Context: an optimization exercise on an open-source flow, tuned for small area and a short achievable clock period. The choices shown serve that exercise and are no tape-out recipe.
RTL that was checked went through simulation tests only; none was proved equivalent to the original.
No functional check of the RTL was part of run 1.
Power is estimated from default activity; no workload was simulated.

## flow/design.v (module list and top-level ports; edited modules follow where they fit)
// module SAD_cal: 11286 lines
// module SAD_fa: 6 lines
// module SAD_ha: 6 lines
// module SAD_andn: 5 lines
// module SAD_nandn: 5 lines
// module SAD_xor: 5 lines
// module SAD_xnor: 5 lines
// module SAD_nand: 5 lines
// module SAD_nor: 5 lines
// module SAD_aoi: 5 lines
// module SAD_oai: 5 lines
// module SAD_inv: 5 lines
// module SAD_absdiff: 22 lines
module SAD_cal(rstn,clk,din,refi,cal_en,sad,sad_val);
  // ...
==> flow/flow/run.sh <==
#!/bin/bash
# The standard layout (standard.sh) with three changes to how the layout is made:
#  - plain buf_1 cells as the port buffers instead of the delay cells buffer_ports picks;
#  - I/O pins allowed on every routing track of the die's edge, so the die can be smaller;
#  - the clock pin placed first (io_pre.tcl) in a stretch of edge kept free of other pins,
#    because the clock net's wider-spacing routing rule clashes with pins one track away.
set -euo pipefail
export BUFFER_PORTS_ARGS="-buffer_cell sky130_fd_sc_hd__buf_1"
export PLACE_PINS_ARGS="-min_distance 1 -min_distance_in_tracks -exclude top:225-255"
export PRE_IO_PLACEMENT_TCL="$PWD/flow/io_pre.tcl"
export ROUTING_LAYER_ADJUSTMENT=0.10
bash standard.sh > standard.log 2>&1
==> flow/flow/io_pre.tcl <==
# Clock pin in the middle of the top edge; place_pins keeps other pins out of top:225-255.
place_pin -pin_name clk -layer met2 -location {240 480} -pin_size {0.14 0.97} -force_to_die_boundary
==> flow/standard.sh <==
#!/bin/bash
# synth_recipe.tcl (not shown) runs the flow's synth.tcl, then flattens the netlist and writes it again
# the make line also repeats each setting of config.mk as NAME=value (left out here)
make -C /OpenROAD-flow-scripts/flow DESIGN_CONFIG=/design/flow/config.mk WORK_HOME=/design/flow/orfs CLKGATE_MAP_FILE= SYNTH_SCRIPT=/design/flow/synth_recipe.tcl "${@:-finish}"
==> flow/config.mk <==
export PLATFORM = sky130hd
export DESIGN_NAME = SAD_cal
export DESIGN_NICKNAME = SAD_cal
export VERILOG_FILES = /design/flow/design.v
export SDC_FILE = /design/flow/constraint.sdc
export NUM_CORES = 4
export LEC_CHECK = 0
export CAP_MARGIN = 20
export CORE_AREA = 12 12 468 468
export DIE_AREA = 0 0 480 480
export PLACE_DENSITY = 0.6
export SETUP_SLACK_MARGIN = 1.5
export SLEW_MARGIN = 20
export SYNTH_HIERARCHICAL = 1
==> flow/constraint.sdc <==
create_clock -name core_clock -period 4.0 [get_ports {clk}]
set_input_delay 0.8000 -clock core_clock [delete_from_list [all_inputs] [get_ports {clk}]]
set_output_delay 0.8000 -clock core_clock [all_outputs]
set_load 0.01 [all_outputs]
==> reports/metrics.csv, run 1 <==
stage,metric,value,unit
run_status,status,"complete, no violations",
logic_synthesis,yosysTopAreaCell,sky130_fd_sc_hd__fa_1,
layout,largest_register_ff_count,16,
worst_setup_path,critPathTopFamily,adder cells,
clock_network,clock_tree.buffer_depth,3,
layout,postLayoutCoreUtil,64.57,%
clock_network,cts_post_setup_buffers_inserted,415,
detailed_routing,viasPerCell,5.214,
layout,n_fill_cell,16790,
global_routing,grt_max_degree,16,
worst_setup_path,timing.critical_path.from,din[964],
global_routing,gr-usage-met2,58.22,%
global_routing,antenna_found_initial,249,
clock_network,source_to_sink_clock_delay_at_the_later_pin_of_the_worst_skew_pair,0.73,ns
worst_setup_path,critical-path-max-stage-delay,0.59,ns
power,intPower,47.93,mW
place,dp_worst_setup_slack,0.3425,ns
floorplan,starting_density_of_the_core,42.18,%
floorplan,floorplan.io_pins,2067,
layout,fraction_of_standard_cell_area_that_is_sequential,11.71,%
detailed_routing,drc_markers,0,
layout,layout.buffer.nonclock.area_share,13.81,%
clock_network,post_cts.resized_instances,1094,
layout,signal_buffers,3058,
global_routing,global_route.overflow_total,0,
clock_network,clock_sinks,780,
timing,hold_ws,0.2193,ns
detailed_routing,drt-pass1-iter-count,5,
power,power_per_cell_area,702.5,nW/um^2
detailed_routing,wire_per_inst,29.73,um
layout,syn2layout_area_growth,53.06,%
place,placed_area,105600,um^2
worst_setup_path,rrSetupSlack,1.49,ns
logic_synthesis,post_synth_most_frequent_cells,"1667 x sky130_fd_sc_hd__xnor2_1, 1476 x sky130_fd_sc_hd__xor2_1, 1153 x sky130_fd_sc_hd__o21ai_1, 1129 x sky130_fd_sc_hd__fa_1, 1028 x sky130_fd_sc_hd__nand2b_1",
timing,final-max-slew-violation-count,0,
timing,grt_setup_unrepaired,yes,
layout,area_share_clock_buf_inv,2.368,%
==> inputs of run 2 (changes only) <==
--- a/flow/design.v
+++ b/flow/design.v
@@ -8424,145 +8424,145 @@
 wire s2502, c2503;
-wire s2664, c2665;
-wire s2666, c2667;
-wire s2668, c2669;
-wire s2670, c2671;
-wire s2672, c2673;
-wire s2674, c2675;
-wire s2676, c2677;
-wire s2678, c2679;
-wire s2680, c2681;
-wire s2682, c2683;
-wire s2684, c2685;
-wire s2686, c2687;
-wire s2688, c2689;
-wire s2690, c2691;
-wire s2692, c2693;
-wire s2694, c2695;
-wire s2696, c2697;
-wire s2698, c2699;
-wire s2700, c2701;
-wire s2702, c2703;
-wire s2704, c2705;
-wire s2706, c2707;
-wire s2708, c2709;
-wire s2710, c2711;
-wire s2712, c2713;
-wire s2714, c2715;
-wire s2716, c2717;
-wire s2718, c2719;
-wire s2720, c2721;
-wire s2722, c2723;
-wire s2724, c2725;
-wire s2726, c2727;
-wire s2728, c2729;
-wire s2730, c2731;
-wire s2732, c2733;
-wire s2734, c2735;
-wire s2736, c2737;
-wire s2738, c2739;
-wire s2740, c2741;
-wire s2742, c2743;
-wire s2744, c2745;
-wire s2746, c2747;
-wire s2748, c2749;
-wire s2750, c2751;
-wire s2752, c2753;
-wire s2754, c2755;
-wire s2756, c2757;
-wire s2758, c2759;
-wire s2760, c2761;
-wire s2762, c2763;
-wire s2764, c2765;
-wire s2766, c2767;
-wire s2768, c2769;
-wire s2770, c2771;
-wire s2772, c2773;
-wire s2774, c2775;
-wire s2776, c2777;
-wire s2778, c2779;
-wire s2780, c2781;
-wire s2782, c2783;
-wire s2784, c2785;
-wire s2786, c2787;
-wire s2788, c2789;
-wire s2790, c2791;
-wire s2792, c2793;
-wire s2794, c2795;
-wire s2796, c2797;
-wire s2798, c2799;
-wire s2800, c2801;
-wire s2802, c2803;
-wire s2804, c2805;
-wire s2806, c2807;
-wire s2808, c2809;
-wire s2810, c2811;
-wire s2812, c2813;
-wire s2814, c2815;
-wire s2816, c2817;
-wire s2818, c2819;
-wire s2820, c2821;
-wire s2822, c2823;
-wire s2824, c2825;
-wire s2826, c2827;
-wire s2828, c2829;
-wire s2830, c2831;
-wire s2832, c2833;
-wire s2834, c2835;
-wire s2836, c2837;
-wire s2838, c2839;
-wire s2840, c2841;
-wire s2842, c2843;
-wire s2844, c2845;
-wire s2846, c2847;
-wire s2848, c2849;
-wire s2850, c2851;
-wire s2852, c2853;
-wire s2854, c2855;
-wire s2856, c2857;
-wire s2858, c2859;
-wire s2860, c2861;
-wire s2862, c2863;
-wire s2864, c2865;
-wire s2866, c2867;
-wire s2868, c2869;
-wire s2870, c2871;
-wire s2928, c2929;
-wire s2930, c2931;
-wire s2932, c2933;
-wire s2934, c2935;
-wire s2936, c2937;
-wire s2938, c2939;
-wire s2940, c2941;
-wire s2942, c2943;
-wire s2944, c2945;
-wire s2946, c2947;
-wire s2948, c2949;
-wire s2950, c2951;
-wire s2952, c2953;
-wire s2954, c2955;
-wire s2956, c2957;
-wire s2958, c2959;
-wire s2960, c2961;
-wire s2962, c2963;
-wire s2964, c2965;
-wire s2966, c2967;
-wire s2968, c2969;
-wire s2970, c2971;
-wire s2972, c2973;
-wire s2974, c2975;
-wire s2976, c2977;
-wire s2978, c2979;
-wire s2980, c2981;
-wire s2982, c2983;
-wire s2984, c2985;
-wire s2986, c2987;
-wire s2988, c2989;
-wire s2990, c2991;
-wire s3016, c3017;
-wire s3018, c3019;
-wire s3020, c3021;
-wire s3022, c3023;
-wire s3024, c3025;
-wire s3026, c3027;
-wire s3028, c3029;
+wire s2504, c2505;
+wire s2506, c2507;
+wire s2508, c2509;
+wire s2510, c2511;
+wire s2512, c2513;
+wire s2514, c2515;
+wire s2516, c2517;
+wire s2518, c2519;
+wire s2520, c2521;
+wire s2522, c2523;
+wire s2524, c2525;
+wire s2526, c2527;
+wire s2528, c2529;
+wire s2530, c2531;
+wire s2532, c2533;
+wire s2534, c2535;
+wire s2536, c2537;
+wire s2538, c2539;
+wire s2540, c2541;
+wire s2542, c2543;
+wire s2544, c2545;
+wire s2546, c2547;
+wire s2548, c2549;
+wire s2550, c2551;
+wire s2552, c2553;
+wire s2554, c2555;
+wire s2556, c2557;
+wire s2558, c2559;
+wire s2560, c2561;
+wire s2562, c2563;
+wire s2564, c2565;
+wire s2566, c2567;
+wire s2568, c2569;
+wire s2570, c2571;
+wire s2572, c2573;
+wire s2574, c2575;
+wire s2576, c2577;
+wire s2578, c2579;
+wire s2580, c2581;
+wire s2582, c2583;
+wire s2584, c2585;
+wire s2586, c2587;
+wire s2588, c2589;
+wire s2590, c2591;
+wire s2592, c2593;
+wire s2594, c2595;
+wire s2596, c2597;
+wire s2598, c2599;
+wire s2600, c2601;
+wire s2713, c2714;
+wire s2715, c2716;
+wire s2717, c2718;
+wire s2719, c2720;
+wire s2721, c2722;
+wire s2723, c2724;
+wire s2725, c2726;
+wire s2727, c2728;
+wire s2729, c2730;
+wire s2731, c2732;
+wire s2733, c2734;
+wire s2735, c2736;
+wire s2737, c2738;
+wire s2739, c2740;
+wire s2741, c2742;
+wire s2743, c2744;
+wire s2745, c2746;
+wire s2747, c2748;
+wire s2749, c2750;
+wire s2751, c2752;
+wire s2753, c2754;
+wire s2755, c2756;
+wire s2757, c2758;
+wire s2759, c2760;
+wire s2761, c2762;
+wire s2763, c2764;
+wire s2765, c2766;
+wire s2767, c2768;
+wire s2769, c2770;
+wire s2771, c2772;
+wire s2773, c2774;
+wire s2775, c2776;
+wire s2777, c2778;
+wire s2779, c2780;
+wire s2781, c2782;
+wire s2783, c2784;
+wire s2785, c2786;
+wire s2787, c2788;
+wire s2789, c2790;
+wire s2791, c2792;
+wire s2793, c2794;
+wire s2795, c2796;
+wire s2797, c2798;
+wire s2799, c2800;
+wire s2801, c2802;
+wire s2803, c2804;
+wire s2805, c2806;
+wire s2807, c2808;
+wire s2809, c2810;
+wire s2811, c2812;
+wire s2813, c2814;
+wire s2815, c2816;
+wire s2817, c2818;
+wire s2819, c2820;
+wire s2821, c2822;
+wire s2823, c2824;
+wire s2825, c2826;
+wire s2827, c2828;
+wire s2829, c2830;
+wire s2831, c2832;
+wire s2833, c2834;
+wire s2835, c2836;
+wire s2837, c2838;
+wire s2839, c2840;
+wire s2841, c2842;
+wire s2843, c2844;
+wire s2845, c2846;
+wire s2847, c2848;
+wire s2849, c2850;
+wire s2851, c2852;
+wire s2853, c2854;
+wire s2855, c2856;
+wire s2857, c2858;
+wire s2859, c2860;
+wire s2861, c2862;
+wire s2863, c2864;
+wire s2865, c2866;
+wire s2867, c2868;
+wire s2869, c2870;
+wire s2903, c2904;
+wire s2905, c2906;
+wire s2907, c2908;
+wire s2909, c2910;
+wire s2911, c2912;
+wire s2913, c2914;
+wire s2915, c2916;
+wire s2917, c2918;
+wire s2919, c2920;
+wire s2921, c2922;
+wire s2923, c2924;
+wire s2925, c2926;
+wire s2927, c2928;
+wire s2929, c2930;
+wire s2931, c2932;
 SAD_fa u_s1 (.a(e0[0]), .b(C_0), .c(x0_1), .s(s1), .co(c2));
@@ -9559,145 +9559,145 @@
 SAD_fa u_s2502 (.a(c2345), .b(c2347), .c(c2349), .s(s2502), .co(c2503));
-SAD_fa u_s2664 (.a(r2506), .b(r2507), .c(r2508), .s(s2664), .co(c2665));
-SAD_fa u_s2666 (.a(r2511), .b(r2512), .c(r2513), .s(s2666), .co(c2667));
-SAD_fa u_s2668 (.a(r2514), .b(r2515), .c(r2516), .s(s2668), .co(c2669));
-SAD_fa u_s2670 (.a(r2517), .b(r2518), .c(r2519), .s(s2670), .co(c2671));
-SAD_fa u_s2672 (.a(r2520), .b(r2521), .c(r2522), .s(s2672), .co(c2673));
-SAD_fa u_s2674 (.a(r2524), .b(r2525), .c(r2526), .s(s2674), .co(c2675));
-SAD_fa u_s2676 (.a(r2527), .b(r2528), .c(r2529), .s(s2676), .co(c2677));
-SAD_fa u_s2678 (.a(r2530), .b(r2531), .c(r2532), .s(s2678), .co(c2679));
-SAD_fa u_s2680 (.a(r2533), .b(r2534), .c(r2535), .s(s2680), .co(c2681));
-SAD_fa u_s2682 (.a(r2536), .b(r2537), .c(r2538), .s(s2682), .co(c2683));
-SAD_fa u_s2684 (.a(r2539), .b(r2540), .c(r2541), .s(s2684), .co(c2685));
-SAD_fa u_s2686 (.a(r2544), .b(r2545), .c(r2546), .s(s2686), .co(c2687));
-SAD_fa u_s2688 (.a(r2547), .b(r2548), .c(r2549), .s(s2688), .co(c2689));
-SAD_fa u_s2690 (.a(r2550), .b(r2551), .c(r2552), .s(s2690), .co(c2691));
-SAD_fa u_s2692 (.a(r2553), .b(r2554), .c(r2555), .s(s2692), .co(c2693));
-SAD_fa u_s2694 (.a(r2556), .b(r2557), .c(r2558), .s(s2694), .co(c2695));
-SAD_fa u_s2696 (.a(r2559), .b(r2560), .c(r2561), .s(s2696), .co(c2697));
-SAD_fa u_s2698 (.a(r2564), .b(r2565), .c(r2566), .s(s2698), .co(c2699));
-SAD_fa u_s2700 (.a(r2567), .b(r2568), .c(r2569), .s(s2700), .co(c2701));
-SAD_fa u_s2702 (.a(r2570), .b(r2571), .c(r2572), .s(s2702), .co(c2703));
-SAD_fa u_s2704 (.a(r2573), .b(r2574), .c(r2575), .s(s2704), .co(c2705));
-SAD_fa u_s2706 (.a(r2576), .b(r2577), .c(r2578), .s(s2706), .co(c2707));
-SAD_fa u_s2708 (.a(r2579), .b(r2580), .c(r2581), .s(s2708), .co(c2709));
-SAD_fa u_s2710 (.a(r2583), .b(r2584), .c(r2585), .s(s2710), .co(c2711));
-SAD_fa u_s2712 (.a(r2586), .b(r2587), .c(r2588), .s(s2712), .co(c2713));
-SAD_fa u_s2714 (.a(r2589), .b(r2590), .c(r2591), .s(s2714), .co(c2715));
-SAD_fa u_s2716 (.a(r2592), .b(r2593), .c(r2594), .s(s2716), .co(c2717));
-SAD_fa u_s2718 (.a(r2595), .b(r2596), .c(r2597), .s(s2718), .co(c2719));
-SAD_fa u_s2720 (.a(r2598), .b(r2599), .c(r2600), .s(s2720), .co(c2721));
-SAD_fa u_s2722 (.a(r2602), .b(r2603), .c(r2604), .s(s2722), .co(c2723));
-SAD_fa u_s2724 (.a(r2605), .b(r2606), .c(r2607), .s(s2724), .co(c2725));
-SAD_fa u_s2726 (.a(r2608), .b(r2609), .c(r2610), .s(s2726), .co(c2727));
-SAD_fa u_s2728 (.a(r2611), .b(r2612), .c(r2613), .s(s2728), .co(c2729));
-SAD_fa u_s2730 (.a(r2614), .b(r2615), .c(r2616), .s(s2730), .co(c2731));
-SAD_fa u_s2732 (.a(r2617), .b(r2618), .c(r2619), .s(s2732), .co(c2733));
-SAD_fa u_s2734 (.a(r2620), .b(r2621), .c(r2622), .s(s2734), .co(c2735));
-SAD_fa u_s2736 (.a(r2623), .b(r2624), .c(r2625), .s(s2736), .co(c2737));
-SAD_fa u_s2738 (.a(r2626), .b(r2627), .c(r2628), .s(s2738), .co(c2739));
-SAD_fa u_s2740 (.a(r2629), .b(r2630), .c(r2631), .s(s2740), .co(c2741));
-SAD_fa u_s2742 (.a(r2632), .b(r2633), .c(r2634), .s(s2742), .co(c2743));
-SAD_fa u_s2744 (.a(r2636), .b(r2637), .c(r2638), .s(s2744), .co(c2745));
-SAD_fa u_s2746 (.a(r2639), .b(r2640), .c(r2641), .s(s2746), .co(c2747));
-SAD_fa u_s2748 (.a(r2642), .b(r2643), .c(r2644), .s(s2748), .co(c2749));
-SAD_fa u_s2750 (.a(r2645), .b(r2646), .c(r2647), .s(s2750), .co(c2751));
-SAD_fa u_s2752 (.a(r2648), .b(r2649), .c(r2650), .s(s2752), .co(c2753));
-SAD_fa u_s2754 (.a(r2651), .b(r2652), .c(r2653), .s(s2754), .co(c2755));
-SAD_fa u_s2756 (.a(r2654), .b(r2655), .c(r2656), .s(s2756), .co(c2757));
-SAD_fa u_s2758 (.a(r2657), .b(r2658), .c(r2659), .s(s2758), .co(c2759));
-SAD_fa u_s2760 (.a(r2661), .b(r2662), .c(r2663), .s(s2760), .co(c2761));
-SAD_fa u_s2762 (.a(r2509), .b(r2510), .c(s2664), .s(s2762), .co(c2763));
-SAD_fa u_s2764 (.a(r2523), .b(c2665), .c(s2666), .s(s2764), .co(c2765));
-SAD_fa u_s2766 (.a(s2668), .b(s2670), .c(s2672), .s(s2766), .co(c2767));
-SAD_fa u_s2768 (.a(r2542), .b(r2543), .c(c2667), .s(s2768), .co(c2769));
-SAD_fa u_s2770 (.a(c2669), .b(c2671), .c(c2673), .s(s2770), .co(c2771));
-SAD_fa u_s2772 (.a(s2674), .b(s2676), .c(s2678), .s(s2772), .co(c2773));
-SAD_fa u_s2774 (.a(s2680), .b(s2682), .c(s2684), .s(s2774), .co(c2775));
-SAD_fa u_s2776 (.a(r2562), .b(r2563), .c(c2675), .s(s2776), .co(c2777));
-SAD_fa u_s2778 (.a(c2677), .b(c2679), .c(c2681), .s(s2778), .co(c2779));
-SAD_fa u_s2780 (.a(c2683), .b(c2685), .c(s2686), .s(s2780), .co(c2781));
-SAD_fa u_s2782 (.a(s2688), .b(s2690), .c(s2692), .s(s2782), .co(c2783));
-SAD_fa u_s2784 (.a(r2582), .b(c2687), .c(c2689), .s(s2784), .co(c2785));
-SAD_fa u_s2786 (.a(c2691), .b(c2693), .c(c2695), .s(s2786), .co(c2787));
-SAD_fa u_s2788 (.a(c2697), .b(s2698), .c(s2700), .s(s2788), .co(c2789));
-SAD_fa u_s2790 (.a(s2702), .b(s2704), .c(s2706), .s(s2790), .co(c2791));
-SAD_fa u_s2792 (.a(r2601), .b(c2699), .c(c2701), .s(s2792), .co(c2793));
-SAD_fa u_s2794 (.a(c2703), .b(c2705), .c(c2707), .s(s2794), .co(c2795));
-SAD_fa u_s2796 (.a(c2709), .b(s2710), .c(s2712), .s(s2796), .co(c2797));
-SAD_fa u_s2798 (.a(s2714), .b(s2716), .c(s2718), .s(s2798), .co(c2799));
-SAD_fa u_s2800 (.a(c2711), .b(c2713), .c(c2715), .s(s2800), .co(c2801));
-SAD_fa u_s2802 (.a(c2717), .b(c2719), .c(c2721), .s(s2802), .co(c2803));
-SAD_fa u_s2804 (.a(s2722), .b(s2724), .c(s2726), .s(s2804), .co(c2805));
-SAD_fa u_s2806 (.a(s2728), .b(s2730), .c(s2732), .s(s2806), .co(c2807));
-SAD_fa u_s2808 (.a(r2635), .b(c2723), .c(c2725), .s(s2808), .co(c2809));
-SAD_fa u_s2810 (.a(c2727), .b(c2729), .c(c2731), .s(s2810), .co(c2811));
-SAD_fa u_s2812 (.a(c2733), .b(s2734), .c(s2736), .s(s2812), .co(c2813));
-SAD_fa u_s2814 (.a(s2738), .b(s2740), .c(s2742), .s(s2814), .co(c2815));
-SAD_fa u_s2816 (.a(c2735), .b(c2737), .c(c2739), .s(s2816), .co(c2817));
-SAD_fa u_s2818 (.a(c2741), .b(c2743), .c(s2744), .s(s2818), .co(c2819));
-SAD_fa u_s2820 (.a(s2746), .b(s2748), .c(s2750), .s(s2820), .co(c2821));
-SAD_fa u_s2822 (.a(r2660), .b(c2745), .c(c2747), .s(s2822), .co(c2823));
-SAD_fa u_s2824 (.a(c2749), .b(c2751), .c(c2753), .s(s2824), .co(c2825));
-SAD_fa u_s2826 (.a(s2754), .b(s2756), .c(s2758), .s(s2826), .co(c2827));
-SAD_fa u_s2828 (.a(c2755), .b(c2757), .c(c2759), .s(s2828), .co(c2829));
-SAD_fa u_s2830 (.a(c2763), .b(s2764), .c(s2766), .s(s2830), .co(c2831));
-SAD_fa u_s2832 (.a(c2765), .b(c2767), .c(s2768), .s(s2832), .co(c2833));
-SAD_fa u_s2834 (.a(s2770), .b(s2772), .c(s2774), .s(s2834), .co(c2835));
-SAD_fa u_s2836 (.a(s2694), .b(s2696), .c(c2769), .s(s2836), .co(c2837));
-SAD_fa u_s2838 (.a(c2771), .b(c2773), .c(c2775), .s(s2838), .co(c2839));
-SAD_fa u_s2840 (.a(s2776), .b(s2778), .c(s2780), .s(s2840), .co(c2841));
-SAD_fa u_s2842 (.a(s2708), .b(c2777), .c(c2779), .s(s2842), .co(c2843));
-SAD_fa u_s2844 (.a(c2781), .b(c2783), .c(s2784), .s(s2844), .co(c2845));
-SAD_fa u_s2846 (.a(s2786), .b(s2788), .c(s2790), .s(s2846), .co(c2847));
-SAD_fa u_s2848 (.a(s2720), .b(c2785), .c(c2787), .s(s2848), .co(c2849));
-SAD_fa u_s2850 (.a(c2789), .b(c2791), .c(s2792), .s(s2850), .co(c2851));
-SAD_fa u_s2852 (.a(s2794), .b(s2796), .c(s2798), .s(s2852), .co(c2853));
-SAD_fa u_s2854 (.a(c2793), .b(c2795), .c(c2797), .s(s2854), .co(c2855));
-SAD_fa u_s2856 (.a(c2799), .b(s2800), .c(s2802), .s(s2856), .co(c2857));
-SAD_fa u_s2858 (.a(c2801), .b(c2803), .c(c2805), .s(s2858), .co(c2859));
-SAD_fa u_s2860 (.a(c2807), .b(s2808), .c(s2810), .s(s2860), .co(c2861));
-SAD_fa u_s2862 (.a(s2752), .b(c2809), .c(c2811), .s(s2862), .co(c2863));
-SAD_fa u_s2864 (.a(c2813), .b(c2815), .c(s2816), .s(s2864), .co(c2865));
-SAD_fa u_s2866 (.a(c2817), .b(c2819), .c(c2821), .s(s2866), .co(c2867));
-SAD_fa u_s2868 (.a(s2822), .b(s2824), .c(s2826), .s(s2868), .co(c2869));
-SAD_fa u_s2870 (.a(s2760), .b(c2823), .c(c2825), .s(s2870), .co(c2871));
-SAD_fa u_s2928 (.a(r2876), .b(r2877), .c(r2878), .s(s2928), .co(c2929));
-SAD_fa u_s2930 (.a(r2879), .b(r2880), .c(r2881), .s(s2930), .co(c2931));
-SAD_fa u_s2932 (.a(r2882), .b(r2883), .c(r2884), .s(s2932), .co(c2933));
-SAD_fa u_s2934 (.a(r2885), .b(r2886), .c(r2887), .s(s2934), .co(c2935));
-SAD_fa u_s2936 (.a(r2888), .b(r2889), .c(r2890), .s(s2936), .co(c2937));
-SAD_fa u_s2938 (.a(r2891), .b(r2892), .c(r2893), .s(s2938), .co(c2939));
-SAD_fa u_s2940 (.a(r2894), .b(r2895), .c(r2896), .s(s2940), .co(c2941));
-SAD_fa u_s2942 (.a(r2897), .b(r2898), .c(r2899), .s(s2942), .co(c2943));
-SAD_fa u_s2944 (.a(r2900), .b(r2901), .c(r2902), .s(s2944), .co(c2945));
-SAD_fa u_s2946 (.a(r2904), .b(r2905), .c(r2906), .s(s2946), .co(c2947));
-SAD_fa u_s2948 (.a(r2907), .b(r2908), .c(r2909), .s(s2948), .co(c2949));
-SAD_fa u_s2950 (.a(r2910), .b(r2911), .c(r2912), .s(s2950), .co(c2951));
-SAD_fa u_s2952 (.a(r2913), .b(r2914), .c(r2915), .s(s2952), .co(c2953));
-SAD_fa u_s2954 (.a(r2916), .b(r2917), .c(r2918), .s(s2954), .co(c2955));
-SAD_fa u_s2956 (.a(r2920), .b(r2921), .c(r2922), .s(s2956), .co(c2957));
-SAD_fa u_s2958 (.a(r2925), .b(r2926), .c(r2927), .s(s2958), .co(c2959));
-SAD_fa u_s2960 (.a(c2929), .b(s2930), .c(s2932), .s(s2960), .co(c2961));
-SAD_fa u_s2962 (.a(c2931), .b(c2933), .c(s2934), .s(s2962), .co(c2963));
-SAD_fa u_s2964 (.a(c2935), .b(c2937), .c(s2938), .s(s2964), .co(c2965));
-SAD_fa u_s2966 (.a(r2903), .b(c2939), .c(c2941), .s(s2966), .co(c2967));
-SAD_fa u_s2968 (.a(c2943), .b(c2945), .c(s2946), .s(s2968), .co(c2969));
-SAD_fa u_s2970 (.a(c2947), .b(c2949), .c(s2950), .s(s2970), .co(c2971));
-SAD_fa u_s2972 (.a(r2919), .b(c2951), .c(c2953), .s(s2972), .co(c2973));
-SAD_fa u_s2974 (.a(r2923), .b(r2924), .c(c2955), .s(s2974), .co(c2975));
-SAD_fa u_s2976 (.a(s2936), .b(c2961), .c(s2962), .s(s2976), .co(c2977));
-SAD_fa u_s2978 (.a(s2940), .b(c2963), .c(s2964), .s(s2978), .co(c2979));
-SAD_fa u_s2980 (.a(s2942), .b(s2944), .c(c2965), .s(s2980), .co(c2981));
-SAD_fa u_s2982 (.a(s2948), .b(c2967), .c(s2968), .s(s2982), .co(c2983));
-SAD_fa u_s2984 (.a(s2952), .b(c2969), .c(s2970), .s(s2984), .co(c2985));
-SAD_fa u_s2986 (.a(s2954), .b(c2971), .c(s2972), .s(s2986), .co(c2987));
-SAD_fa u_s2988 (.a(s2956), .b(c2973), .c(s2974), .s(s2988), .co(c2989));
-SAD_fa u_s2990 (.a(c2957), .b(s2958), .c(c2975), .s(s2990), .co(c2991));
-SAD_ha u_s3016 (.a(r3001), .b(r3002), .s(s3016), .co(c3017));
-SAD_ha u_s3018 (.a(r3004), .b(r3005), .s(s3018), .co(c3019));
-SAD_ha u_s3020 (.a(r3006), .b(r3007), .s(s3020), .co(c3021));
-SAD_ha u_s3022 (.a(r3008), .b(r3009), .s(s3022), .co(c3023));
-SAD_ha u_s3024 (.a(r3010), .b(r3011), .s(s3024), .co(c3025));
-SAD_ha u_s3026 (.a(r3012), .b(r3013), .s(s3026), .co(c3027));
-SAD_ha u_s3028 (.a(r3014), .b(r3015), .s(s3028), .co(c3029));
+SAD_fa u_s2504 (.a(c2355), .b(s2356), .c(s2358), .s(s2504), .co(c2505));
+SAD_fa u_s2506 (.a(c2357), .b(s2364), .c(c2359), .s(s2506), .co(c2507));
+SAD_fa u_s2508 (.a(c2361), .b(c2363), .c(s2366), .s(s2508), .co(c2509));
+SAD_fa u_s2510 (.a(s2368), .b(s2370), .c(s2372), .s(s2510), .co(c2511));
+SAD_fa u_s2512 (.a(s2374), .b(s2376), .c(s2378), .s(s2512), .co(c2513));
+SAD_fa u_s2514 (.a(s2210), .b(c2365), .c(c2367), .s(s2514), .co(c2515));
+SAD_fa u_s2516 (.a(c2369), .b(c2371), .c(c2373), .s(s2516), .co(c2517));
+SAD_fa u_s2518 (.a(c2375), .b(s2382), .c(s2384), .s(s2518), .co(c2519));
+SAD_fa u_s2520 (.a(c2377), .b(c2379), .c(c2381), .s(s2520), .co(c2521));
+SAD_fa u_s2522 (.a(s2386), .b(s2388), .c(s2390), .s(s2522), .co(c2523));
+SAD_fa u_s2524 (.a(s2392), .b(s2394), .c(s2396), .s(s2524), .co(c2525));
+SAD_fa u_s2526 (.a(c2383), .b(c2385), .c(c2387), .s(s2526), .co(c2527));
+SAD_fa u_s2528 (.a(c2389), .b(c2391), .c(c2393), .s(s2528), .co(c2529));
+SAD_fa u_s2530 (.a(c2395), .b(s2402), .c(s2404), .s(s2530), .co(c2531));
+SAD_fa u_s2532 (.a(c2397), .b(c2399), .c(c2401), .s(s2532), .co(c2533));
+SAD_fa u_s2534 (.a(s2406), .b(s2408), .c(s2410), .s(s2534), .co(c2535));
+SAD_fa u_s2536 (.a(s2412), .b(s2414), .c(s2416), .s(s2536), .co(c2537));
+SAD_fa u_s2538 (.a(c2403), .b(c2405), .c(c2407), .s(s2538), .co(c2539));
+SAD_fa u_s2540 (.a(c2409), .b(c2411), .c(c2413), .s(s2540), .co(c2541));
+SAD_fa u_s2542 (.a(c2415), .b(s2422), .c(s2424), .s(s2542), .co(c2543));
+SAD_fa u_s2544 (.a(c2417), .b(c2419), .c(c2421), .s(s2544), .co(c2545));
+SAD_fa u_s2546 (.a(s2426), .b(s2428), .c(s2430), .s(s2546), .co(c2547));
+SAD_fa u_s2548 (.a(s2432), .b(s2434), .c(s2436), .s(s2548), .co(c2549));
+SAD_fa u_s2550 (.a(s2288), .b(s2290), .c(c2423), .s(s2550), .co(c2551));
+SAD_fa u_s2552 (.a(c2425), .b(c2427), .c(c2429), .s(s2552), .co(c2553));
+SAD_fa u_s2554 (.a(c2431), .b(c2433), .c(s2440), .s(s2554), .co(c2555));
+SAD_fa u_s2556 (.a(s2442), .b(c2435), .c(c2437), .s(s2556), .co(c2557));
+SAD_fa u_s2558 (.a(c2439), .b(s2444), .c(s2446), .s(s2558), .co(c2559));
+SAD_fa u_s2560 (.a(s2448), .b(s2450), .c(s2452), .s(s2560), .co(c2561));
+SAD_fa u_s2562 (.a(s2314), .b(s2316), .c(c2441), .s(s2562), .co(c2563));
+SAD_fa u_s2564 (.a(c2443), .b(c2445), .c(c2447), .s(s2564), .co(c2565));
+SAD_fa u_s2566 (.a(c2449), .b(c2451), .c(s2456), .s(s2566), .co(c2567));
+SAD_fa u_s2568 (.a(s2458), .b(c2453), .c(c2455), .s(s2568), .co(c2569));
+SAD_fa u_s2570 (.a(s2460), .b(s2462), .c(s2464), .s(s2570), .co(c2571));
+SAD_fa u_s2572 (.a(s2466), .b(s2468), .c(s2470), .s(s2572), .co(c2573));
+SAD_fa u_s2574 (.a(c2457), .b(c2459), .c(c2461), .s(s2574), .co(c2575));
+SAD_fa u_s2576 (.a(c2463), .b(c2465), .c(c2467), .s(s2576), .co(c2577));
+SAD_fa u_s2578 (.a(s2472), .b(s2474), .c(c2469), .s(s2578), .co(c2579));
+SAD_fa u_s2580 (.a(c2471), .b(s2476), .c(s2478), .s(s2580), .co(c2581));
+SAD_fa u_s2582 (.a(s2480), .b(s2482), .c(s2484), .s(s2582), .co(c2583));
+SAD_fa u_s2584 (.a(s2350), .b(c2473), .c(c2475), .s(s2584), .co(c2585));
+SAD_fa u_s2586 (.a(c2477), .b(c2479), .c(c2481), .s(s2586), .co(c2587));
+SAD_fa u_s2588 (.a(c2483), .b(s2488), .c(s2490), .s(s2588), .co(c2589));
+SAD_fa u_s2590 (.a(c2485), .b(c2487), .c(s2492), .s(s2590), .co(c2591));
+SAD_fa u_s2592 (.a(s2494), .b(s2496), .c(s2498), .s(s2592), .co(c2593));
+SAD_fa u_s2594 (.a(c2351), .b(s2352), .c(c2489), .s(s2594), .co(c2595));
+SAD_fa u_s2596 (.a(c2491), .b(c2493), .c(c2495), .s(s2596), .co(c2597));
+SAD_fa u_s2598 (.a(c2497), .b(c2499), .c(s2500), .s(s2598), .co(c2599));
+SAD_fa u_s2600 (.a(c2353), .b(c2501), .c(c2503), .s(s2600), .co(c2601));
+SAD_fa u_s2713 (.a(r2604), .b(r2605), .c(r2606), .s(s2713), .co(c2714));
+SAD_fa u_s2715 (.a(r2607), .b(r2608), .c(r2609), .s(s2715), .co(c2716));
+SAD_fa u_s2717 (.a(r2610), .b(r2611), .c(r2612), .s(s2717), .co(c2718));
+SAD_fa u_s2719 (.a(r2613), .b(r2614), .c(r2615), .s(s2719), .co(c2720));
+SAD_fa u_s2721 (.a(r2616), .b(r2617), .c(r2618), .s(s2721), .co(c2722));
+SAD_fa u_s2723 (.a(r2619), .b(r2620), .c(r2621), .s(s2723), .co(c2724));
+SAD_fa u_s2725 (.a(r2622), .b(r2623), .c(r2624), .s(s2725), .co(c2726));
+SAD_fa u_s2727 (.a(r2625), .b(r2626), .c(r2627), .s(s2727), .co(c2728));
+SAD_fa u_s2729 (.a(r2628), .b(r2629), .c(r2630), .s(s2729), .co(c2730));
+SAD_fa u_s2731 (.a(r2631), .b(r2632), .c(r2633), .s(s2731), .co(c2732));
+SAD_fa u_s2733 (.a(r2634), .b(r2635), .c(r2636), .s(s2733), .co(c2734));
+SAD_fa u_s2735 (.a(r2639), .b(r2640), .c(r2641), .s(s2735), .co(c2736));
+SAD_fa u_s2737 (.a(r2642), .b(r2643), .c(r2644), .s(s2737), .co(c2738));
+SAD_fa u_s2739 (.a(r2645), .b(r2646), .c(r2647), .s(s2739), .co(c2740));
+SAD_fa u_s2741 (.a(r2648), .b(r2649), .c(r2650), .s(s2741), .co(c2742));
+SAD_fa u_s2743 (.a(r2652), .b(r2653), .c(r2654), .s(s2743), .co(c2744));
+SAD_fa u_s2745 (.a(r2655), .b(r2656), .c(r2657), .s(s2745), .co(c2746));
+SAD_fa u_s2747 (.a(r2658), .b(r2659), .c(r2660), .s(s2747), .co(c2748));
+SAD_fa u_s2749 (.a(r2661), .b(r2662), .c(r2663), .s(s2749), .co(c2750));
+SAD_fa u_s2751 (.a(r2665), .b(r2666), .c(r2667), .s(s2751), .co(c2752));
+SAD_fa u_s2753 (.a(r2668), .b(r2669), .c(r2670), .s(s2753), .co(c2754));
+SAD_fa u_s2755 (.a(r2671), .b(r2672), .c(r2673), .s(s2755), .co(c2756));
+SAD_fa u_s2757 (.a(r2674), .b(r2675), .c(r2676), .s(s2757), .co(c2758));
+SAD_fa u_s2759 (.a(r2677), .b(r2678), .c(r2679), .s(s2759), .co(c2760));
+SAD_fa u_s2761 (.a(r2680), .b(r2681), .c(r2682), .s(s2761), .co(c2762));
+SAD_fa u_s2763 (.a(r2683), .b(r2684), .c(r2685), .s(s2763), .co(c2764));
+SAD_fa u_s2765 (.a(r2686), .b(r2687), .c(r2688), .s(s2765), .co(c2766));
+SAD_fa u_s2767 (.a(r2689), .b(r2690), .c(r2691), .s(s2767), .co(c2768));
+SAD_fa u_s2769 (.a(r2692), .b(r2693), .c(r2694), .s(s2769), .co(c2770));
+SAD_fa u_s2771 (.a(r2695), .b(r2696), .c(r2697), .s(s2771), .co(c2772));
+SAD_fa u_s2773 (.a(r2699), .b(r2700), .c(r2701), .s(s2773), .co(c2774));
+SAD_fa u_s2775 (.a(r2702), .b(r2703), .c(r2704), .s(s2775), .co(c2776));
+SAD_fa u_s2777 (.a(r2705), .b(r2706), .c(r2707), .s(s2777), .co(c2778));
+SAD_fa u_s2779 (.a(r2708), .b(r2709), .c(r2710), .s(s2779), .co(c2780));
+SAD_fa u_s2781 (.a(c2714), .b(s2715), .c(s2717), .s(s2781), .co(c2782));
+SAD_fa u_s2783 (.a(c2716), .b(c2718), .c(s2719), .s(s2783), .co(c2784));
+SAD_fa u_s2785 (.a(s2721), .b(s2723), .c(s2725), .s(s2785), .co(c2786));
+SAD_fa u_s2787 (.a(r2637), .b(r2638), .c(c2720), .s(s2787), .co(c2788));
+SAD_fa u_s2789 (.a(c2722), .b(c2724), .c(c2726), .s(s2789), .co(c2790));
+SAD_fa u_s2791 (.a(s2727), .b(s2729), .c(s2731), .s(s2791), .co(c2792));
+SAD_fa u_s2793 (.a(r2651), .b(c2728), .c(c2730), .s(s2793), .co(c2794));
+SAD_fa u_s2795 (.a(c2732), .b(c2734), .c(s2735), .s(s2795), .co(c2796));
+SAD_fa u_s2797 (.a(s2737), .b(s2739), .c(s2741), .s(s2797), .co(c2798));
+SAD_fa u_s2799 (.a(r2664), .b(c2736), .c(c2738), .s(s2799), .co(c2800));
+SAD_fa u_s2801 (.a(c2740), .b(c2742), .c(s2743), .s(s2801), .co(c2802));
+SAD_fa u_s2803 (.a(s2745), .b(s2747), .c(s2749), .s(s2803), .co(c2804));
+SAD_fa u_s2805 (.a(c2744), .b(c2746), .c(c2748), .s(s2805), .co(c2806));
+SAD_fa u_s2807 (.a(c2750), .b(s2751), .c(s2753), .s(s2807), .co(c2808));
+SAD_fa u_s2809 (.a(c2752), .b(c2754), .c(c2756), .s(s2809), .co(c2810));
+SAD_fa u_s2811 (.a(c2758), .b(s2759), .c(s2761), .s(s2811), .co(c2812));
+SAD_fa u_s2813 (.a(r2698), .b(c2760), .c(c2762), .s(s2813), .co(c2814));
+SAD_fa u_s2815 (.a(c2764), .b(c2766), .c(s2767), .s(s2815), .co(c2816));
+SAD_fa u_s2817 (.a(c2768), .b(c2770), .c(c2772), .s(s2817), .co(c2818));
+SAD_fa u_s2819 (.a(s2773), .b(s2775), .c(s2777), .s(s2819), .co(c2820));
+SAD_fa u_s2821 (.a(r2711), .b(c2774), .c(c2776), .s(s2821), .co(c2822));
+SAD_fa u_s2823 (.a(c2782), .b(s2783), .c(s2785), .s(s2823), .co(c2824));
+SAD_fa u_s2825 (.a(s2733), .b(c2784), .c(c2786), .s(s2825), .co(c2826));
+SAD_fa u_s2827 (.a(s2787), .b(s2789), .c(s2791), .s(s2827), .co(c2828));
+SAD_fa u_s2829 (.a(c2788), .b(c2790), .c(c2792), .s(s2829), .co(c2830));
+SAD_fa u_s2831 (.a(s2793), .b(s2795), .c(s2797), .s(s2831), .co(c2832));
+SAD_fa u_s2833 (.a(c2794), .b(c2796), .c(c2798), .s(s2833), .co(c2834));
+SAD_fa u_s2835 (.a(s2799), .b(s2801), .c(s2803), .s(s2835), .co(c2836));
+SAD_fa u_s2837 (.a(s2755), .b(s2757), .c(c2800), .s(s2837), .co(c2838));
+SAD_fa u_s2839 (.a(c2802), .b(c2804), .c(s2805), .s(s2839), .co(c2840));
+SAD_fa u_s2841 (.a(s2763), .b(s2765), .c(c2806), .s(s2841), .co(c2842));
+SAD_fa u_s2843 (.a(c2808), .b(s2809), .c(s2811), .s(s2843), .co(c2844));
+SAD_fa u_s2845 (.a(s2769), .b(s2771), .c(c2810), .s(s2845), .co(c2846));
+SAD_fa u_s2847 (.a(c2812), .b(s2813), .c(s2815), .s(s2847), .co(c2848));
+SAD_fa u_s2849 (.a(c2814), .b(c2816), .c(s2817), .s(s2849), .co(c2850));
+SAD_fa u_s2851 (.a(c2778), .b(s2779), .c(c2818), .s(s2851), .co(c2852));
+SAD_fa u_s2853 (.a(r2712), .b(c2780), .c(c2822), .s(s2853), .co(c2854));
+SAD_fa u_s2855 (.a(c2824), .b(s2825), .c(s2827), .s(s2855), .co(c2856));
+SAD_fa u_s2857 (.a(c2826), .b(c2828), .c(s2829), .s(s2857), .co(c2858));
+SAD_fa u_s2859 (.a(c2830), .b(c2832), .c(s2833), .s(s2859), .co(c2860));
+SAD_fa u_s2861 (.a(s2807), .b(c2834), .c(s2837), .s(s2861), .co(c2862));
+SAD_fa u_s2863 (.a(c2838), .b(c2840), .c(s2841), .s(s2863), .co(c2864));
+SAD_fa u_s2865 (.a(c2842), .b(s2845), .c(c2844), .s(s2865), .co(c2866));
+SAD_fa u_s2867 (.a(s2819), .b(c2846), .c(c2848), .s(s2867), .co(c2868));
+SAD_fa u_s2869 (.a(c2820), .b(s2821), .c(c2850), .s(s2869), .co(c2870));
+SAD_ha u_s2903 (.a(r2883), .b(r2884), .s(s2903), .co(c2904));
+SAD_ha u_s2905 (.a(r2887), .b(r2888), .s(s2905), .co(c2906));
+SAD_ha u_s2907 (.a(r2890), .b(r2891), .s(s2907), .co(c2908));
+SAD_ha u_s2909 (.a(r2893), .b(r2894), .s(s2909), .co(c2910));
+SAD_ha u_s2911 (.a(r2896), .b(r2897), .s(s2911), .co(c2912));
+SAD_ha u_s2913 (.a(r2899), .b(r2900), .s(s2913), .co(c2914));
+SAD_ha u_s2915 (.a(r2877), .b(r2878), .s(s2915), .co(c2916));
+SAD_fa u_s2917 (.a(r2880), .b(r2881), .c(r2882), .s(s2917), .co(c2918));
+SAD_fa u_s2919 (.a(r2885), .b(r2886), .c(s2903), .s(s2919), .co(c2920));
+SAD_fa u_s2921 (.a(r2889), .b(c2904), .c(s2905), .s(s2921), .co(c2922));
+SAD_fa u_s2923 (.a(r2892), .b(c2906), .c(s2907), .s(s2923), .co(c2924));
+SAD_fa u_s2925 (.a(r2895), .b(c2908), .c(s2909), .s(s2925), .co(c2926));
+SAD_fa u_s2927 (.a(r2898), .b(c2910), .c(s2911), .s(s2927), .co(c2928));
+SAD_fa u_s2929 (.a(r2901), .b(c2912), .c(s2913), .s(s2929), .co(c2930));
+SAD_ha u_s2931 (.a(r2902), .b(c2914), .s(s2931), .co(c2932));
 reg r1267;
@@ -10221,100 +10221,2 @@
 reg r1785;
-reg r2504;
-reg r2505;
-reg r2506;
-reg r2507;
-reg r2508;
-reg r2509;
-reg r2510;
-reg r2511;
-reg r2512;
-reg r2513;
-reg r2514;
-reg r2515;
-reg r2516;
-reg r2517;
-reg r2518;
-reg r2519;
-reg r2520;
-reg r2521;
-reg r2522;
-reg r2523;
-reg r2524;
-reg r2525;
-reg r2526;
-reg r2527;
-reg r2528;
-reg r2529;
-reg r2530;
-reg r2531;
-reg r2532;
-reg r2533;
-reg r2534;
-reg r2535;
-reg r2536;
-reg r2537;
-reg r2538;
-reg r2539;
-reg r2540;
-reg r2541;
-reg r2542;
-reg r2543;
-reg r2544;
-reg r2545;
-reg r2546;
-reg r2547;
-reg r2548;
-reg r2549;
-reg r2550;
-reg r2551;
-reg r2552;
-reg r2553;
-reg r2554;
-reg r2555;
-reg r2556;
-reg r2557;
-reg r2558;
-reg r2559;
-reg r2560;
-reg r2561;
-reg r2562;
-reg r2563;
-reg r2564;
-reg r2565;
-reg r2566;
-reg r2567;
-reg r2568;
-reg r2569;
-reg r2570;
-reg r2571;
-reg r2572;
-reg r2573;
-reg r2574;
-reg r2575;
-reg r2576;
-reg r2577;
-reg r2578;
-reg r2579;
-reg r2580;
-reg r2581;
-reg r2582;
-reg r2583;
-reg r2584;
-reg r2585;
-reg r2586;
-reg r2587;
-reg r2588;
-reg r2589;
-reg r2590;
-reg r2591;
-reg r2592;
-reg r2593;
-reg r2594;
-reg r2595;
-reg r2596;
-reg r2597;
-reg r2598;
-reg r2599;
-reg r2600;
-reg r2601;
 reg r2602;
@@ -10381,2 +10283,52 @@
 reg r2663;
+reg r2664;
+reg r2665;
+reg r2666;
+reg r2667;
+reg r2668;
+reg r2669;
+reg r2670;
+reg r2671;
+reg r2672;
+reg r2673;
+reg r2674;
+reg r2675;
+reg r2676;
+reg r2677;
+reg r2678;
+reg r2679;
+reg r2680;
+reg r2681;
+reg r2682;
+reg r2683;
+reg r2684;
+reg r2685;
+reg r2686;
+reg r2687;
+reg r2688;
+reg r2689;
+reg r2690;
+reg r2691;
+reg r2692;
+reg r2693;
+reg r2694;
+reg r2695;
+reg r2696;
+reg r2697;
+reg r2698;
+reg r2699;
+reg r2700;
+reg r2701;
+reg r2702;
+reg r2703;
+reg r2704;
+reg r2705;
+reg r2706;
+reg r2707;
+reg r2708;
+reg r2709;
+reg r2710;
+reg r2711;
+reg r2712;
+reg r2871;
 reg r2872;
@@ -10412,51 +10364,2 @@
 reg r2902;
-reg r2903;
-reg r2904;
-reg r2905;
-reg r2906;
-reg r2907;
-reg r2908;
-reg r2909;
-reg r2910;
-reg r2911;
-reg r2912;
-reg r2913;
-reg r2914;
-reg r2915;
-reg r2916;
-reg r2917;
-reg r2918;
-reg r2919;
-reg r2920;
-reg r2921;
-reg r2922;
-reg r2923;
-reg r2924;
-reg r2925;
-reg r2926;
-reg r2927;
-reg r2992;
-reg r2993;
-reg r2994;
-reg r2995;
-reg r2996;
-reg r2997;
-reg r2998;
-reg r2999;
-reg r3000;
-reg r3001;
-reg r3002;
-reg r3003;
-reg r3004;
-reg r3005;
-reg r3006;
-reg r3007;
-reg r3008;
-reg r3009;
-reg r3010;
-reg r3011;
-reg r3012;
-reg r3013;
-reg r3014;
-reg r3015;
 always @(posedge clk) begin
@@ -10981,245 +10884,148 @@
     r1785 <= c1266;
-    r2504 <= s2128;
-    r2505 <= s2354;
-    r2506 <= c2355;
-    r2507 <= s2356;
-    r2508 <= s2358;
-    r2509 <= s2360;
-    r2510 <= s2362;
-    r2511 <= c2357;
-    r2512 <= c2359;
-    r2513 <= c2361;
-    r2514 <= c2363;
-    r2515 <= s2364;
-    r2516 <= s2366;
-    r2517 <= s2368;
-    r2518 <= s2370;
-    r2519 <= s2372;
-    r2520 <= s2374;
-    r2521 <= s2376;
-    r2522 <= s2378;
-    r2523 <= s2380;
-    r2524 <= s2210;
-    r2525 <= c2365;
-    r2526 <= c2367;
-    r2527 <= c2369;
-    r2528 <= c2371;
-    r2529 <= c2373;
-    r2530 <= c2375;
-    r2531 <= c2377;
-    r2532 <= c2379;
-    r2533 <= c2381;
-    r2534 <= s2382;
-    r2535 <= s2384;
-    r2536 <= s2386;
-    r2537 <= s2388;
-    r2538 <= s2390;
-    r2539 <= s2392;
-    r2540 <= s2394;
-    r2541 <= s2396;
-    r2542 <= s2398;
-    r2543 <= s2400;
-    r2544 <= c2383;
-    r2545 <= c2385;
-    r2546 <= c2387;
-    r2547 <= c2389;
-    r2548 <= c2391;
-    r2549 <= c2393;
-    r2550 <= c2395;
-    r2551 <= c2397;
-    r2552 <= c2399;
-    r2553 <= c2401;
-    r2554 <= s2402;
-    r2555 <= s2404;
-    r2556 <= s2406;
-    r2557 <= s2408;
-    r2558 <= s2410;
-    r2559 <= s2412;
-    r2560 <= s2414;
-    r2561 <= s2416;
-    r2562 <= s2418;
-    r2563 <= s2420;
-    r2564 <= c2403;
-    r2565 <= c2405;
-    r2566 <= c2407;
-    r2567 <= c2409;
-    r2568 <= c2411;
-    r2569 <= c2413;
-    r2570 <= c2415;
-    r2571 <= c2417;
-    r2572 <= c2419;
-    r2573 <= c2421;
-    r2574 <= s2422;
-    r2575 <= s2424;
-    r2576 <= s2426;
-    r2577 <= s2428;
-    r2578 <= s2430;
-    r2579 <= s2432;
-    r2580 <= s2434;
-    r2581 <= s2436;
-    r2582 <= s2438;
-    r2583 <= s2288;
-    r2584 <= s2290;
-    r2585 <= c2423;
-    r2586 <= c2425;
-    r2587 <= c2427;
-    r2588 <= c2429;
-    r2589 <= c2431;
-    r2590 <= c2433;
-    r2591 <= c2435;
-    r2592 <= c2437;
-    r2593 <= c2439;
-    r2594 <= s2440;
-    r2595 <= s2442;
-    r2596 <= s2444;
-    r2597 <= s2446;
-    r2598 <= s2448;
-    r2599 <= s2450;
-    r2600 <= s2452;
-    r2601 <= s2454;
-    r2602 <= s2314;
-    r2603 <= s2316;
-    r2604 <= c2441;
-    r2605 <= c2443;
-    r2606 <= c2445;
-    r2607 <= c2447;
-    r2608 <= c2449;
-    r2609 <= c2451;
-    r2610 <= c2453;
-    r2611 <= c2455;
-    r2612 <= s2456;
-    r2613 <= s2458;
-    r2614 <= s2460;
-    r2615 <= s2462;
-    r2616 <= s2464;
-    r2617 <= s2466;
-    r2618 <= s2468;
-    r2619 <= s2470;
-    r2620 <= c2457;
-    r2621 <= c2459;
-    r2622 <= c2461;
-    r2623 <= c2463;
-    r2624 <= c2465;
-    r2625 <= c2467;
-    r2626 <= c2469;
-    r2627 <= c2471;
-    r2628 <= s2472;
-    r2629 <= s2474;
-    r2630 <= s2476;
-    r2631 <= s2478;
-    r2632 <= s2480;
-    r2633 <= s2482;
-    r2634 <= s2484;
-    r2635 <= s2486;
-    r2636 <= s2350;
-    r2637 <= c2473;
-    r2638 <= c2475;
-    r2639 <= c2477;
-    r2640 <= c2479;
-    r2641 <= c2481;
-    r2642 <= c2483;
-    r2643 <= c2485;
-    r2644 <= c2487;
-    r2645 <= s2488;
-    r2646 <= s2490;
-    r2647 <= s2492;
-    r2648 <= s2494;
-    r2649 <= s2496;
-    r2650 <= s2498;
-    r2651 <= c2351;
-    r2652 <= s2352;
-    r2653 <= c2489;
-    r2654 <= c2491;
-    r2655 <= c2493;
-    r2656 <= c2495;
-    r2657 <= c2497;
-    r2658 <= c2499;
-    r2659 <= s2500;
-    r2660 <= s2502;
-    r2661 <= c2353;
-    r2662 <= c2501;
-    r2663 <= c2503;
-    r2872 <= r2504;
-    r2873 <= r2505;
-    r2874 <= s2762;
-    r2875 <= s2830;
-    r2876 <= c2831;
-    r2877 <= s2832;
-    r2878 <= s2834;
-    r2879 <= s2782;
-    r2880 <= c2833;
-    r2881 <= c2835;
-    r2882 <= s2836;
-    r2883 <= s2838;
-    r2884 <= s2840;
-    r2885 <= c2837;
-    r2886 <= c2839;
-    r2887 <= c2841;
-    r2888 <= s2842;
-    r2889 <= s2844;
-    r2890 <= s2846;
-    r2891 <= c2843;
-    r2892 <= c2845;
-    r2893 <= c2847;
-    r2894 <= s2848;
-    r2895 <= s2850;
-    r2896 <= s2852;
-    r2897 <= s2804;
-    r2898 <= s2806;
-    r2899 <= c2849;
-    r2900 <= c2851;
-    r2901 <= c2853;
-    r2902 <= s2854;
-    r2903 <= s2856;
-    r2904 <= s2812;
-    r2905 <= s2814;
-    r2906 <= c2855;
-    r2907 <= c2857;
-    r2908 <= s2858;
-    r2909 <= s2860;
-    r2910 <= s2818;
-    r2911 <= s2820;
-    r2912 <= c2859;
-    r2913 <= c2861;
-    r2914 <= s2862;
-    r2915 <= s2864;
-    r2916 <= c2863;
-    r2917 <= c2865;
-    r2918 <= s2866;
-    r2919 <= s2868;
-    r2920 <= c2827;
-    r2921 <= s2828;
-    r2922 <= c2867;
-    r2923 <= c2869;
-    r2924 <= s2870;
-    r2925 <= c2761;
-    r2926 <= c2829;
-    r2927 <= c2871;
-    r2992 <= r2872;
-    r2993 <= r2873;
-    r2994 <= r2874;
-    r2995 <= r2875;
-    r2996 <= s2928;
-    r2997 <= s2960;
-    r2998 <= s2976;
-    r2999 <= c2977;
-    r3000 <= s2978;
-    r3001 <= s2966;
-    r3002 <= c2979;
-    r3003 <= s2980;
-    r3004 <= c2981;
-    r3005 <= s2982;
-    r3006 <= c2983;
-    r3007 <= s2984;
-    r3008 <= c2985;
-    r3009 <= s2986;
-    r3010 <= c2987;
-    r3011 <= s2988;
-    r3012 <= c2989;
-    r3013 <= s2990;
-    r3014 <= c2959;
-    r3015 <= c2991;
+    r2602 <= s2128;
+    r2603 <= s2354;
+    r2604 <= s2360;
+    r2605 <= s2362;
+    r2606 <= s2504;
+    r2607 <= s2380;
+    r2608 <= c2505;
+    r2609 <= s2506;
+    r2610 <= s2508;
+    r2611 <= s2510;
+    r2612 <= s2512;
+    r2613 <= s2398;
+    r2614 <= s2400;
+    r2615 <= c2507;
+    r2616 <= c2509;
+    r2617 <= c2511;
+    r2618 <= c2513;
+    r2619 <= s2514;
+    r2620 <= s2516;
+    r2621 <= s2518;
+    r2622 <= s2520;
+    r2623 <= s2522;
+    r2624 <= s2524;
+    r2625 <= s2418;
+    r2626 <= s2420;
+    r2627 <= c2515;
+    r2628 <= c2517;
+    r2629 <= c2519;
+    r2630 <= c2521;
+    r2631 <= c2523;
+    r2632 <= c2525;
+    r2633 <= s2526;
+    r2634 <= s2528;
+    r2635 <= s2530;
+    r2636 <= s2532;
+    r2637 <= s2534;
+    r2638 <= s2536;
+    r2639 <= s2438;
+    r2640 <= c2527;
+    r2641 <= c2529;
+    r2642 <= c2531;
+    r2643 <= c2533;
+    r2644 <= c2535;
+    r2645 <= c2537;
+    r2646 <= s2538;
+    r2647 <= s2540;
+    r2648 <= s2542;
+    r2649 <= s2544;
+    r2650 <= s2546;
+    r2651 <= s2548;
+    r2652 <= s2454;
+    r2653 <= c2539;
+    r2654 <= c2541;
+    r2655 <= c2543;
+    r2656 <= c2545;
+    r2657 <= c2547;
+    r2658 <= c2549;
+    r2659 <= s2550;
+    r2660 <= s2552;
+    r2661 <= s2554;
+    r2662 <= s2556;
+    r2663 <= s2558;
+    r2664 <= s2560;
+    r2665 <= c2551;
+    r2666 <= c2553;
+    r2667 <= c2555;
+    r2668 <= c2557;
+    r2669 <= c2559;
+    r2670 <= c2561;
+    r2671 <= s2562;
+    r2672 <= s2564;
+    r2673 <= s2566;
+    r2674 <= s2568;
+    r2675 <= s2570;
+    r2676 <= s2572;
+    r2677 <= s2486;
+    r2678 <= c2563;
+    r2679 <= c2565;
+    r2680 <= c2567;
+    r2681 <= c2569;
+    r2682 <= c2571;
+    r2683 <= c2573;
+    r2684 <= s2574;
+    r2685 <= s2576;
+    r2686 <= s2578;
+    r2687 <= s2580;
+    r2688 <= s2582;
+    r2689 <= c2575;
+    r2690 <= c2577;
+    r2691 <= c2579;
+    r2692 <= c2581;
+    r2693 <= c2583;
+    r2694 <= s2584;
+    r2695 <= s2586;
+    r2696 <= s2588;
+    r2697 <= s2590;
+    r2698 <= s2592;
+    r2699 <= s2502;
+    r2700 <= c2585;
+    r2701 <= c2587;
+    r2702 <= c2589;
+    r2703 <= c2591;
+    r2704 <= c2593;
+    r2705 <= s2594;
+    r2706 <= s2596;
+    r2707 <= s2598;
+    r2708 <= c2595;
+    r2709 <= c2597;
+    r2710 <= c2599;
+    r2711 <= s2600;
+    r2712 <= c2601;
+    r2871 <= r2602;
+    r2872 <= r2603;
+    r2873 <= s2713;
+    r2874 <= s2781;
+    r2875 <= s2823;
+    r2876 <= s2855;
+    r2877 <= s2831;
+    r2878 <= c2856;
+    r2879 <= s2857;
+    r2880 <= s2835;
+    r2881 <= c2858;
+    r2882 <= s2859;
+    r2883 <= c2836;
+    r2884 <= s2839;
+    r2885 <= c2860;
+    r2886 <= s2861;
+    r2887 <= s2843;
+    r2888 <= c2862;
+    r2889 <= s2863;
+    r2890 <= s2847;
+    r2891 <= c2864;
+    r2892 <= s2865;
+    r2893 <= s2849;
+    r2894 <= c2866;
+    r2895 <= s2867;
+    r2896 <= s2851;
+    r2897 <= c2868;
+    r2898 <= s2869;
+    r2899 <= c2852;
+    r2900 <= s2853;
+    r2901 <= c2870;
+    r2902 <= c2854;
 end
-wire [15:0] opa = {1'b0, c3029, c3027, c3025, c3023, c3021, c3019, c3017, r3003, r2999, r2998, r2997, r2996, r2995, r2994, r2992};
-wire [15:0] opb = {1'b0, 1'b0, s3028, s3026, s3024, s3022, s3020, s3018, s3016, r3000, 1'b0, 1'b0, 1'b0, 1'b0, 1'b0, r2993};
+wire [15:0] opa = {1'b0, c2932, c2930, c2928, c2926, c2924, c2922, c2920, c2918, c2916, r2879, r2876, r2875, r2874, r2873, r2871};
+wire [15:0] opb = {1'b0, 1'b0, s2931, s2929, s2927, s2925, s2923, s2921, s2919, s2917, s2915, 1'b0, 1'b0, 1'b0, 1'b0, r2872};
 wire [15:0] pp = opa ^ opb;
@@ -11279,8 +11085,8 @@
 assign sad = total_q;
-reg [4:0] vld;
+reg [3:0] vld;
 always @(posedge clk or negedge rstn) begin
-    if (!rstn) vld <= 5'b0;
-    else vld <= {vld[3:0], cal_en};
+    if (!rstn) vld <= 4'b0;
+    else vld <= {vld[2:0], cal_en};
 end
-assign sad_val = vld[4];
+assign sad_val = vld[3];
 endmodule
--- a/flow/flow/run.sh
+++ b/flow/flow/run.sh
@@ -8,3 +8,3 @@
 export BUFFER_PORTS_ARGS="-buffer_cell sky130_fd_sc_hd__buf_1"
-export PLACE_PINS_ARGS="-min_distance 1 -min_distance_in_tracks -exclude top:225-255"
+export PLACE_PINS_ARGS="-min_distance 1 -min_distance_in_tracks -exclude top:205-235"
 export PRE_IO_PLACEMENT_TCL="$PWD/flow/io_pre.tcl"
==> flow/flow/io_pre.tcl (replaced) <==
# Clock pin in the middle of the top edge; place_pins keeps other pins out of top:205-235.
place_pin -pin_name clk -layer met2 -location {220 440} -pin_size {0.14 0.97} -force_to_die_boundary
--- a/flow/config.mk
+++ b/flow/config.mk
@@ -8,6 +8,6 @@
 export CAP_MARGIN = 20
-export CORE_AREA = 12 12 468 468
-export DIE_AREA = 0 0 480 480
-export PLACE_DENSITY = 0.6
-export SETUP_SLACK_MARGIN = 1.5
+export CORE_AREA = 12 12 428 428
+export DIE_AREA = 0 0 440 440
+export PLACE_DENSITY = 0.65
+export SETUP_SLACK_MARGIN = 1.0
 export SLEW_MARGIN = 20
==> run 2 against run 1 <==
Still clean on timing, DRC and antenna; combinational power is 4.0% higher; first-iteration DRC count is 11% higher; synthesized cell count is 1.1% lower; global-route usage is 4.8 points higher; hold slack better by 0.025 ns; routed wire length is 8.6% lower; register-to-register slack worse by 0.37 ns; total power is 0.23% higher; die area is 16% lower; clock skew is 0.046 ns lower; clock power is 7.2% lower; synthesized area is 2.2% lower; critical path type unchanged; largest cell class unchanged; largest power group unchanged.
==> reports/metrics.csv, run 2 <==
stage,metric,value,unit,change
timing,post-route-period-util,75.11,%,
timing,grt_setup_unrepaired,yes,,
floorplan,die_area,193600,um^2,
run_status,status,"complete, no violations",,
detailed_routing,viasPerCell,5.416,,+3.9%
logic_synthesis,synth_warnings,7,,
timing,fin_crit,3.004,ns,
clock_network,clock_tree.buffer_depth,3,,unchanged
worst_setup_path,slowest_stage,sky130_fd_sc_hd__fa_1,,
timing,setup_viol,0,,
floorplan,starting_density_of_the_core,49.67,%,+7.5 points
global_routing,first_pass_grt_wire_length,557.1,mm,
power,power.share.switching,50.10,%,
global_routing,grt_max_degree,15,,-1
worst_setup_path,critical-path-max-stage-delay,0.53,ns,-0.06 ns
detailed_routing,drt.antenna.violating_nets,0,,
global_routing,antenna_found_initial,324,,+30%
clock_network,cts_inserted_buffers,81,,
worst_setup_path,crit_fanout,5,,
layout,most_common_library_cell_in_the_layout_ignoring_fill_and_taps,sky130_fd_sc_hd__buf_1,,
global_routing,gr-usage-met2,64.62,%,+6.4 points
layout,syn2layout_area_growth,17.87,%,
logic_synthesis,post_synth_most_frequent_cells,"1668 x sky130_fd_sc_hd__xnor2_1, 1475 x sky130_fd_sc_hd__xor2_1, 1153 x sky130_fd_sc_hd__o21ai_1, 1128 x sky130_fd_sc_hd__fa_1, 1024 x sky130_fd_sc_hd__nand2b_1",,
logic_synthesis,number_of_synthesized_flops_with_an_enable_pin,0,,
global_routing,global_route.overflow_total,0,,unchanged
detailed_routing,drc_markers,0,,unchanged
logic_synthesis,postSynthRegisterBits,682,,
timing,relSlewSlack,47.76,%,
power,p_sw,47.11,mW,
layout,num-nets-final,14250,,
clock_network,clk_pin_slew_worst_paths,0.06,ns,
logic_synthesis,synth.lib_cells_used.distinct,30,,
timing,final-max-slew-violation-count,0,,unchanged
layout,largest_registers,"total_q (16), vld (4)",,
clock_network,source_to_sink_clock_delay_at_the_later_pin_of_the_worst_skew_pair,0.69,ns,-0.04 ns
floorplan,floorplan.io_pins,2067,,unchanged
detailed_routing,drt_first_iter_violations,5964,,
worst_setup_path,crit_arrival,3.57,ns,
logic_synthesis,synth_fp_nets,12060,,
worst_setup_path,worstPathRequired,4.56,ns,
layout,postLayoutCellArea,100500,um^2,
timing,final.setup.tns,0,ns,
power,leakagePower,36.74,nW,
layout,largest_register_ff_count,16,,unchanged
layout,layout-drive-gt1-share,7.487,%,
global_routing,top_usage_layer,met2,,
logic_synthesis,yosysTopAreaCell,sky130_fd_sc_hd__fa_1,,
timing,finClkSkew,0.02700,ns,
timing,hold_ws,0.2442,ns,+0.02496 ns
logic_synthesis,yosys.cell_count.top_type,sky130_fd_sc_hd__xnor2_1,,
floorplan,die_width,440,um,
global_routing,grt.met3_usage,14.07,%,
power,power_per_cell_area,935.3,nW/um^2,+33%
timing,maximum_operating_frequency,332.9,MHz,
power,clockPowerShare,8.7,%,
place,port_buffers,2067,,
logic_synthesis,synthesis.area_per_instance,9.630,um^2,
detailed_routing,wire_per_inst,29.96,um,+0.76%
worst_setup_path,rrSetupSlack,1.12,ns,-0.37 ns
logic_synthesis,synth_largest_type_area_fraction,26.47,%,
clock_network,clock_sinks,682,,-13%
power,intPower,46.93,mW,-2.1%
layout,n_fill_cell,15680,,-6.6%
detailed_routing,drt-pass1-iter-count,6,,+1
timing,finalHoldViolCount,0,,
worst_setup_path,cp_capture_type,flip-flop,,
place,routabilityCongestion,1.082,,
layout,top_register,total_q,,
global_routing,globalRouteMet1Util,44.20,%,
place,dpl.hpwl,376.1,mm,
place,placed_area,96580,um^2,-8.5%
run 2: cell types whose count changed after synthesis, sizes merged, moves of 3 or more:
cell,before,now
o21ai,1157,1154
nand2b,1028,1024
dfxtp,775,678
nor3,0,3
nor2,450,454
and3,3,0
run 2: per-layer routing:
layer	routed length (um)	part of all wire [%]
met1	142400	35
met3	41600	10
met2	186000	45
met4	39860	9.7
met5	525	0.13
run 2: cell families after synthesis:
logic type,after synthesis,synth area share (%)
xor+xnor,3143,32.27
compound gates,1681,12.17
buf+inv,451,1.993
flops,682,16.03
simple gates,1752,10.75
fa+ha+maj,1149,26.78
run 2: Yosys stat by module (local to each module, per instance):
| module | flops+latches | area, um^2 | times used |
|---|---|---|---|
| SAD_nor | 0 | 3.754 | 448 |
| SAD_nand | 0 | 3.754 | 256 |
| SAD_oai | 0 | 5.005 | 1152 |
| SAD_fa | 0 | 20.02 | 1127 |
| SAD_xnor | 0 | 8.758 | 1664 |
| SAD_ha | 0 | 12.51 | 8 |
| SAD_nandn | 0 | 6.256 | 1024 |
| SAD_inv | 0 | 3.754 | 448 |
| SAD_aoi | 0 | 8.758 | 512 |
| SAD_xor | 0 | 8.758 | 1472 |
| SAD_cal | 682 | 14190 | 1 |
run 2: repair_timing:
action | in CTS | in global routing
hold buffers | 1 | 0
buffers inserted | 0 | 3
pin swaps | 0 | 6
endpoints found under the hold margin | 4 | 0
cloned | 0 | 0
gates resized for setup | 2 | 51
setup endpoints to repair | 2 | 56
run 2: worst max-delay path, delay by kind of cell:
kind                     cells  cell delay (ns)
XOR/XNOR                     2             0.40
AO/OA/AOI/OAI                4             0.94
AND/OR/NAND/NOR              1             0.14
buffers and inverters        1             0.25
adder cells (fa/ha/maj)      2             1.02
run 2: path summary, 6_finish.rpt:
check                               from  endpoint  cells after the start
worst max-delay path            din[496]     r1665                     10
worst min-delay path              cal_en    vld[0]                      1
worst max register to register     r1360     r2612                      4
worst min register to register     r2603     r2872                      0
max in group asynchronous           rstn    vld[2]                      2
min in group asynchronous           rstn    vld[0]                      2
run 2: power by group through the flow:
stage               registers [mW]  logic, mW  clock network, mW
CTS                           16.1       68.3               8.18
global route                  16.3       75.3               8.49
global placement              16.2       66.2                  0
detailed placement            16.2       67.9                  0
floorplan                     14.3       39.3                  0
finish                        16.1       69.8               8.16
run 2: final cells by class:
cell class                      instances  area [um^2]  share of cell area [%]
Clock buffer                          100         2241                   2.229
Sequential cell                       682        13670                   13.60
Inverter                              450         1689                   1.680
Clock inverter                         49        676.9                  0.6732
Timing Repair Buffer                 2107         8061                   8.018
Antenna cell                          273        683.2                  0.6795
Tap cell                             2310         2890                   2.875
Multi-Input combinational cell       7725        70630                   70.25
run 2: through the flow:
stage | total power [mW] | utilization, % | cells | setup slack (ns)
2_1_floorplan | 53.65 | - | 8858 | 0.9728
3_3_place_gp | 82.40 | 56.24 | 13270 | 0.3060
3_5_place_dp | 84.06 | 56.24 | 13270 | 0.2522
4_1_cts | 92.62 | 57.95 | 13420 | 1.002
5_1_grt | 100.1 | 58.44 | 13620 | 0.9449
6_report | 94.04 | 58.55 | 13700 | 0.9958

-- re-timing with driven ports --
In the flow no input, the clock included, has a driving cell. The finished layouts below were timed again as built, in two steps.
Step 1: set_driving_cell puts a clkbuf_16 on clk and a buf_2 on each other input, an assumption about the parent block.
Step 2 also shifts input and output timing later by t, the mid clock arrival at the registers, as if the neighbouring blocks saw the same clock.
Slacks: ideal ports / drivers / drivers and shift; pairs: ideal ports / drivers.
run	t, ns	slack for setup (ns)	worst register clock-pin slew, ns
run 1	0.760	1.012 / 1.031 / 0.270	0.07 / 0.07
run 2	0.752	0.996 / 0.874 / 0.122	0.08 / 0.08
After both steps every run listed still meets setup and hold. For run 2, which loses most, drivers alone change the setup slack by -0.122 ns; drivers and shift together by -0.874 ns.
